What follows belongs to an exercise in optimizing a design on an open flow for small area; a production flow would make more cautious choices.
Function was checked by simulation only, so behaviour that the tests miss may differ from the original.

==> inputs of job 1214 <==
Design IG, start of the top module:
module IG(
	clk,
	rst,
	mode_w,
	datain,
	dataout,
	DCT_out,
	IDCT_out,
	state
);
input clk,rst,mode_w;
input [21:0] datain;
output [21:0] dataout;
output [11:0] DCT_out;
output [7:0] IDCT_out;
output [5:0] state;
wire [5:0] state_trans;      
wire [21:0] dataout_trans;   
wire [22:0] even_dru,odd_dru;  
wire [21:0] acfout,bdegout;   
wire [21:0] idruout,dataout_temp;  
wire [21:0] addsum,subsum;   
reg mode;
assign state=state_trans;
assign dataout=dataout_temp;
assign DCT_out=dataout_temp[20:9]+dataout_temp[8];
assign IDCT_out=dataout_temp[13:6]+dataout_temp[5];
dru mydru(
	.opa(acfout),
	.opb(bdegout),
	.addsum(addsum),
	.subsum(subsum),
	.datain(datain[21:10]),
	.datain_trans(dataout_trans),
	.rst(rst),
	.clk(clk),
	.mode(mode),
	.state(state_trans[2:0]),
	.even(even_dru),
	.odd(odd_dru)
);
acf myacf(
	.datain(even_dru),
	.clk(clk),
	.rst(rst),
	.mode(mode),
	.state(state_trans[2:0]),
	.dataout(acfout)
);
bdeg mybdeg(
	.datain(odd_dru),
	.clk(clk),
	.rst(rst),
	.mode(mode),
	.state(state_trans[2:0]),
	.dataout(bdegout)
);
idru myidru(
	.MUXA(acfout),
	.MUXB(bdegout),
	.add(addsum),
	.sub(subsum),
	.rst(rst),
	.clk(clk),
	.mode(mode),
	.state(state_trans[2:0]),
  ...
export LEC_CHECK = 0
export CAP_MARGIN = 20
export CORE_MARGIN = 2
export CORE_UTILIZATION = 45
export CTS_BUF_LIST = sky130_fd_sc_hd__clkbuf_16
export CTS_CLUSTER_DIAMETER = 100
export CTS_CLUSTER_SIZE = 25
export SLEW_MARGIN = 20
create_clock -name core_clock -period 10.0 [get_ports {clk}]
run.sh (not shown) runs the stock make flow with config.mk's settings and CLKGATE_MAP_FILE= SYNTH_SCRIPT=/design/flow/synth_recipe.tcl, a recipe that flattens the netlist after the stock synthesis.
==> inputs of job 727, as changes to job 1214 <==
--- a/flow/design.v
+++ b/flow/design.v
@@ -254,56 +254,64 @@
 	dataout
 );
 input [22:0] datain;
 input clk,rst,mode;
 input [2:0] state;
 output [21:0] dataout;
 wire [23:0] temp1,temp2,temp3,temp4,temp5,temp7,temp8,temp9,temp10,temp14;
-reg [23:0] multa,multc,multf;
+reg [21:0] multa,multc;
+reg [20:0] multf_r;
+wire [21:0] multf={multf_r[20],multf_r};
 wire [2:0] state_fit;
 wire [1:0] g;
 reg [23:0] acc0_r,acc1_r,acc2_r,acc3_r;
 reg [21:0] ds0,ds1,ds2,ds3;
 wire [23:0] o0,o1,o2,o3;
+wire [21:0] p0,p1,p2,p3;
 wire [23:0] sum0,sum1,sum2,sum3;
 assign temp1={{2{datain[22]}},datain[22:1]};
 assign temp2={{3{datain[22]}},datain[22:2]};
 assign temp3={{4{datain[22]}},datain[22:3]};
 assign temp4={{5{datain[22]}},datain[22:4]};
 assign temp5={{6{datain[22]}},datain[22:5]};
 assign temp7={{8{datain[22]}},datain[22:7]};
 assign temp8={{9{datain[22]}},datain[22:8]};
 assign temp9={{10{datain[22]}},datain[22:9]};
 assign temp10={{11{datain[22]}},datain[22:10]};
 assign temp14={{15{datain[22]}},datain[22:14]};
-wire [23:0] ma,mc,mf,as1,ac1,as2,ac2,as3,ac3,cs1,cc1,cs2,cc2,fs1,fc1,fs2,fc2;
-csa ua1(.x(temp2),.y(temp4),.z(temp5),.cin(1'b0),.s(as1),.c(ac1));
-csa ua2(.x(as1),.y(ac1),.z(temp7),.cin(1'b0),.s(as2),.c(ac2));
-csa ua3(.x(as2),.y(ac2),.z(temp9),.cin(1'b0),.s(as3),.c(ac3));
-cia #(.W(24),.B(8)) uma(.a(as3),.b(ac3),.ci(1'b0),.s(ma));
-csa uc1(.x(temp1),.y(~temp5),.z(~temp7),.cin(1'b1),.s(cs1),.c(cc1));
-csa uc2(.x(cs1),.y(cc1),.z(temp10),.cin(1'b0),.s(cs2),.c(cc2));
-cia #(.W(24),.B(8)) umc(.a(cs2),.b(cc2),.ci(1'b1),.s(mc));
-csa uf1(.x(temp3),.y(temp4),.z(temp8),.cin(1'b0),.s(fs1),.c(fc1));
-csa uf2(.x(fs1),.y(fc1),.z(~temp14),.cin(1'b0),.s(fs2),.c(fc2));
-cia #(.W(24),.B(8)) umf(.a(fs2),.b(fc2),.ci(1'b1),.s(mf));
+wire [21:0] ma,mc,as1,ac1,as2,ac2,as3,ac3,cs1,cc1,cs2,cc2;
+wire [20:0] mf_n,fs1,fc1,fs2,fc2;
+csa #(.W(22)) ua1(.x(temp2[21:0]),.y(temp4[21:0]),.z(temp5[21:0]),.cin(1'b0),.s(as1),.c(ac1));
+csa #(.W(22)) ua2(.x(as1),.y(ac1),.z(temp7[21:0]),.cin(1'b0),.s(as2),.c(ac2));
+csa #(.W(22)) ua3(.x(as2),.y(ac2),.z(temp9[21:0]),.cin(1'b0),.s(as3),.c(ac3));
+cia #(.W(22),.B(11)) uma(.a(as3),.b(ac3),.ci(1'b0),.s(ma));
+csa #(.W(22)) uc1(.x(temp1[21:0]),.y(~temp5[21:0]),.z(~temp7[21:0]),.cin(1'b1),.s(cs1),.c(cc1));
+csa #(.W(22)) uc2(.x(cs1),.y(cc1),.z(temp10[21:0]),.cin(1'b0),.s(cs2),.c(cc2));
+cia #(.W(22),.B(11)) umc(.a(cs2),.b(cc2),.ci(1'b1),.s(mc));
+csa #(.W(21)) uf1(.x(temp3[20:0]),.y(temp4[20:0]),.z(temp8[20:0]),.cin(1'b0),.s(fs1),.c(fc1));
+csa #(.W(21)) uf2(.x(fs1),.y(fc1),.z(~temp14[20:0]),.cin(1'b0),.s(fs2),.c(fc2));
+cia #(.W(21),.B(11)) umf(.a(fs2),.b(fc2),.ci(1'b1),.s(mf_n));
 assign state_fit=state-3'b011;
 assign g=state_fit[1:0];
 reg n0,n1,n2,n3;
 wire swap,sa0,sa1;
-wire [23:0] x,y;
+wire [21:0] x,y;
 assign swap=mode?(g==2'd2):(g==2'd0||g==2'd3);
 assign x=swap?multf:multc;
 assign y=swap?multc:multf;
 assign sa0=!(mode&&(g==2'd1||g==2'd2));
 assign sa1=mode&&(g==2'd0||g==2'd3);
-assign o0=sa0?multa:x;
-assign o1=sa1?multa:y;
-assign o2=sa0?multa:y;
-assign o3=sa1?multa:x;
+assign o0={{2{p0[21]}},p0};
+assign p0=sa0?multa:x;
+assign o1={{2{p1[21]}},p1};
+assign p1=sa1?multa:y;
+assign o2={{2{p2[21]}},p2};
+assign p2=sa0?multa:y;
+assign o3={{2{p3[21]}},p3};
+assign p3=sa1?multa:x;
 always@(*)begin
 	if(mode)begin
 		case(g)
 			2'd0: begin n0=0; n1=1; n2=1; n3=0; end
 			2'd1: begin n0=0; n1=0; n2=1; n3=1; end
 			2'd2: begin n0=0; n1=1; n2=0; n3=1; end
 			default: begin n0=0; n1=0; n2=0; n3=0; end
@@ -314,18 +322,18 @@
 			2'd0: begin n0=0; n1=1; n2=0; n3=1; end
 			2'd1: begin n0=0; n1=1; n2=1; n3=0; end
 			2'd2: begin n0=0; n1=0; n2=1; n3=1; end
 			default: begin n0=0; n1=0; n2=0; n3=0; end
 		endcase
 	end
 end
-cia #(.W(24),.B(6)) uacc0(.a(acc0_r),.b(o0^{24{n0}}),.ci(n0),.s(sum0));
-cia #(.W(24),.B(6)) uacc1(.a(acc1_r),.b(o1^{24{n1}}),.ci(n1),.s(sum1));
-cia #(.W(24),.B(6)) uacc2(.a(acc2_r),.b(o2^{24{n2}}),.ci(n2),.s(sum2));
-cia #(.W(24),.B(6)) uacc3(.a(acc3_r),.b(o3^{24{n3}}),.ci(n3),.s(sum3));
+cia #(.W(24),.B(8)) uacc0(.a(acc0_r),.b(o0^{24{n0}}),.ci(n0),.s(sum0));
+cia #(.W(24),.B(8)) uacc1(.a(acc1_r),.b(o1^{24{n1}}),.ci(n1),.s(sum1));
+cia #(.W(24),.B(8)) uacc2(.a(acc2_r),.b(o2^{24{n2}}),.ci(n2),.s(sum2));
+cia #(.W(24),.B(8)) uacc3(.a(acc3_r),.b(o3^{24{n3}}),.ci(n3),.s(sum3));
 assign dataout=ds0;
 always@(posedge clk or negedge rst)begin
 	if(!rst)begin
 		acc0_r<=24'h2;
 		acc1_r<=24'h2;
 		acc2_r<=24'h2;
 		acc3_r<=24'h2;
@@ -354,15 +362,15 @@
 		end
 	end
 end
 always@(posedge clk)begin
 	ds3<=sum3[23:2];
 	multa<=ma;
 	multc<=mc;
-	multf<=mf;
+	multf_r<=mf_n;
 end
 endmodule
 module bdeg(
 	datain,
 	clk,
 	rst,
 	mode,  
@@ -370,15 +378,17 @@
 	dataout
 );
 input [22:0] datain;
 input clk,rst,mode;
 input [2:0] state;
 output [21:0] dataout;
 wire [23:0] temp1,temp2,temp3,temp4,temp5,temp7,temp8,temp9,temp11,temp12,temp13;
-reg [23:0] multb,multd,multe,multg;
+reg [21:0] multb,multd,multe;
+reg [19:0] multg_r;
+wire [21:0] multg={{2{multg_r[19]}},multg_r};
 wire [2:0] state_fit;
 wire [1:0] g;
 reg [23:0] acc0_r,acc1_r,acc2_r,acc3_r;
 reg [21:0] ds0,ds1,ds2,ds3;
 wire [23:0] o0,o1,o2,o3;
 wire [23:0] sum0,sum1,sum2,sum3;
 assign temp1={{2{datain[22]}},datain[22:1]};
@@ -388,46 +398,47 @@
 assign temp5={{6{datain[22]}},datain[22:5]};
 assign temp7={{8{datain[22]}},datain[22:7]};
 assign temp8={{9{datain[22]}},datain[22:8]};
 assign temp9={{10{datain[22]}},datain[22:9]};
 assign temp11={{12{datain[22]}},datain[22:11]};
 assign temp12={{13{datain[22]}},datain[22:12]};
 assign temp13={{14{datain[22]}},datain[22:13]};
-wire [23:0] mb,md,me,mg,bs1,bc1,bs2,bc2,ds1_,dc1_,ds2_,dc2_,ds3_,dc3_,ds4_,dc4_,es1,ec1,es2,ec2,gs1,gc1,gs2,gc2;
-csa ub1(.x(temp1),.y(~temp7),.z(~temp9),.cin(1'b1),.s(bs1),.c(bc1));
-csa ub2(.x(bs1),.y(bc1),.z(temp13),.cin(1'b0),.s(bs2),.c(bc2));
-cia #(.W(24),.B(8)) umb(.a(bs2),.b(bc2),.ci(1'b1),.s(mb));
-csa ud1(.x(temp2),.y(temp3),.z(temp5),.cin(1'b0),.s(ds1_),.c(dc1_));
-csa ud2(.x(temp7),.y(temp9),.z(~temp12),.cin(1'b0),.s(ds2_),.c(dc2_));
-csa ud3(.x(ds1_),.y(dc1_),.z(ds2_),.cin(1'b0),.s(ds3_),.c(dc3_));
-csa ud4(.x(ds3_),.y(dc3_),.z(dc2_),.cin(1'b0),.s(ds4_),.c(dc4_));
-cia #(.W(24),.B(8)) umd(.a(ds4_),.b(dc4_),.ci(1'b1),.s(md));
-csa ue1(.x(temp2),.y(temp5),.z(~temp8),.cin(1'b0),.s(es1),.c(ec1));
-csa ue2(.x(es1),.y(ec1),.z(temp11),.cin(1'b0),.s(es2),.c(ec2));
-cia #(.W(24),.B(8)) ume(.a(es2),.b(ec2),.ci(1'b1),.s(me));
-csa ug1(.x(temp4),.y(temp5),.z(temp8),.cin(1'b0),.s(gs1),.c(gc1));
-csa ug2(.x(gs1),.y(gc1),.z(~temp13),.cin(1'b0),.s(gs2),.c(gc2));
-cia #(.W(24),.B(8)) umg(.a(gs2),.b(gc2),.ci(1'b1),.s(mg));
+wire [21:0] mb,md,me,bs1,bc1,bs2,bc2,ds1_,dc1_,ds2_,dc2_,ds3_,dc3_,ds4_,dc4_,es1,ec1,es2,ec2;
+wire [19:0] mg_n,gs1,gc1,gs2,gc2;
+csa #(.W(22)) ub1(.x(temp1[21:0]),.y(~temp7[21:0]),.z(~temp9[21:0]),.cin(1'b1),.s(bs1),.c(bc1));
+csa #(.W(22)) ub2(.x(bs1),.y(bc1),.z(temp13[21:0]),.cin(1'b0),.s(bs2),.c(bc2));
+cia #(.W(22),.B(11)) umb(.a(bs2),.b(bc2),.ci(1'b1),.s(mb));
+csa #(.W(22)) ud1(.x(temp2[21:0]),.y(temp3[21:0]),.z(temp5[21:0]),.cin(1'b0),.s(ds1_),.c(dc1_));
+csa #(.W(22)) ud2(.x(temp7[21:0]),.y(temp9[21:0]),.z(~temp12[21:0]),.cin(1'b0),.s(ds2_),.c(dc2_));
+csa #(.W(22)) ud3(.x(ds1_),.y(dc1_),.z(ds2_),.cin(1'b0),.s(ds3_),.c(dc3_));
+csa #(.W(22)) ud4(.x(ds3_),.y(dc3_),.z(dc2_),.cin(1'b0),.s(ds4_),.c(dc4_));
+cia #(.W(22),.B(11)) umd(.a(ds4_),.b(dc4_),.ci(1'b1),.s(md));
+csa #(.W(22)) ue1(.x(temp2[21:0]),.y(temp5[21:0]),.z(~temp8[21:0]),.cin(1'b0),.s(es1),.c(ec1));
+csa #(.W(22)) ue2(.x(es1),.y(ec1),.z(temp11[21:0]),.cin(1'b0),.s(es2),.c(ec2));
+cia #(.W(22),.B(11)) ume(.a(es2),.b(ec2),.ci(1'b1),.s(me));
+csa #(.W(20)) ug1(.x(temp4[19:0]),.y(temp5[19:0]),.z(temp8[19:0]),.cin(1'b0),.s(gs1),.c(gc1));
+csa #(.W(20)) ug2(.x(gs1),.y(gc1),.z(~temp13[19:0]),.cin(1'b0),.s(gs2),.c(gc2));
+cia #(.W(20),.B(11)) umg(.a(gs2),.b(gc2),.ci(1'b1),.s(mg_n));
 assign state_fit=state-3'b011;
 assign g=state_fit[1:0];
 reg n0,n1,n2,n3;
 reg [1:0] k;
-wire [23:0] u0,u1,u2,u3,r0,r1,r2,r3;
+wire [21:0] u0,u1,u2,u3,r0,r1,r2,r3;
 assign u0=k[1]?multg:multb;
 assign u1=k[1]?multd:multe;
 assign u2=k[1]?multb:multg;
 assign u3=k[1]?multe:multd;
 assign r0=k[0]?u1:u0;
 assign r1=k[0]?u2:u1;
 assign r2=k[0]?u3:u2;
 assign r3=k[0]?u0:u3;
-assign o0=r0;
-assign o1=r3;
-assign o2=r1;
-assign o3=r2;
+assign o0={{2{r0[21]}},r0};
+assign o1={{2{r3[21]}},r3};
+assign o2={{2{r1[21]}},r1};
+assign o3={{2{r2[21]}},r2};
 always@(*)begin
 	if(mode)begin
 		case(g)
 			2'd0: begin k=2'd3; n0=0; n1=1; n2=1; n3=1; end
 			2'd1: begin k=2'd1; n0=0; n1=1; n2=0; n3=0; end
 			2'd2: begin k=2'd0; n0=0; n1=0; n2=0; n3=0; end
 			default: begin k=2'd2; n0=0; n1=1; n2=0; n3=1; end
@@ -438,18 +449,18 @@
 			2'd0: begin k=2'd2; n0=0; n1=1; n2=0; n3=1; end
 			2'd1: begin k=2'd1; n0=0; n1=1; n2=0; n3=0; end
 			2'd2: begin k=2'd3; n0=0; n1=1; n2=1; n3=1; end
 			default: begin k=2'd0; n0=0; n1=0; n2=0; n3=0; end
 		endcase
 	end
 end
-cia #(.W(24),.B(6)) uacc0(.a(acc0_r),.b(o0^{24{n0}}),.ci(n0),.s(sum0));
-cia #(.W(24),.B(6)) uacc1(.a(acc1_r),.b(o1^{24{n1}}),.ci(n1),.s(sum1));
-cia #(.W(24),.B(6)) uacc2(.a(acc2_r),.b(o2^{24{n2}}),.ci(n2),.s(sum2));
-cia #(.W(24),.B(6)) uacc3(.a(acc3_r),.b(o3^{24{n3}}),.ci(n3),.s(sum3));
+cia #(.W(24),.B(8)) uacc0(.a(acc0_r),.b(o0^{24{n0}}),.ci(n0),.s(sum0));
+cia #(.W(24),.B(8)) uacc1(.a(acc1_r),.b(o1^{24{n1}}),.ci(n1),.s(sum1));
+cia #(.W(24),.B(8)) uacc2(.a(acc2_r),.b(o2^{24{n2}}),.ci(n2),.s(sum2));
+cia #(.W(24),.B(8)) uacc3(.a(acc3_r),.b(o3^{24{n3}}),.ci(n3),.s(sum3));
 assign dataout=ds0;
 always@(posedge clk or negedge rst)begin
 	if(!rst)begin
 		acc0_r<=24'h2;
 		acc1_r<=24'h2;
 		acc2_r<=24'h2;
 		acc3_r<=24'h2;
@@ -479,15 +490,15 @@
 	end
 end
 always@(posedge clk)begin
 	ds3<=sum3[23:2];
 	multb<=mb;
 	multd<=md;
 	multe<=me;
-	multg<=mg;
+	multg_r<=mg_n;
 end
 endmodule
 module idru(
 	MUXA,
 	MUXB,
 	add,
 	sub,
==> qor summary <==
                                                                                               job 727        job 1214
Number of non-clock buffers in the layout                                                          155             160
Critical Path Stages                                                                                32              28
Total number of placement rows                                                                     153             154
Run status                                                                              finished clean  finished clean
Mux contribution to synthesized area                                                            8.744%          7.011%
Post-synthesis share of cell area spent on full adders, half adders and majority gates          20.00%          20.16%
Placed Instances                                                                                  8129            8488
Worst Hold Slack                                                                             0.2953 ns       0.2880 ns
Vias per Instance                                                                                4.833           4.913
Die extent in y                                                                               421.1 µm        426.3 µm
Via count of the first global-routing pass                                                       41636           44143
Post-synthesis compound-gate area fraction                                                      4.504%          5.650%
Average size of a mapped cell                                                                13.29 µm²       12.86 µm²
Worst R2R Setup Slack                                                                          1.19 ns         1.80 ns
Metal-1 WL                                                                                    74800 µm        79030 µm

[port drivers added, routing unchanged]
How much do the figures lean on ideal ports? The routed layouts below were timed once more, with nothing changed but the port constraints. Step 1 (the two cells are an assumption about what drives the block):
set clk [get_ports {clk}]
set_driving_cell -lib_cell sky130_fd_sc_hd__clkbuf_16 $clk
set_driving_cell -lib_cell sky130_fd_sc_hd__buf_2 [delete_from_list [all_inputs] $clk]
Step 2, shift: input delay + t, output delay - t, t = (earliest + latest rising clock arrival at the registers) / 2. This alone moves slack from input paths to output paths. Three values: no drivers, after step 1, after step 2; two values: the first two.
run | t (ns) | setup slack, ns | pins driven straight from the clock port
job 1214 | 0.836 | 0.452 / 0.365 / 1.201 | 1
job 727 | 0.834 | 0.518 / 0.432 / 1.188 | 1
After both steps every run listed still meets setup and hold.
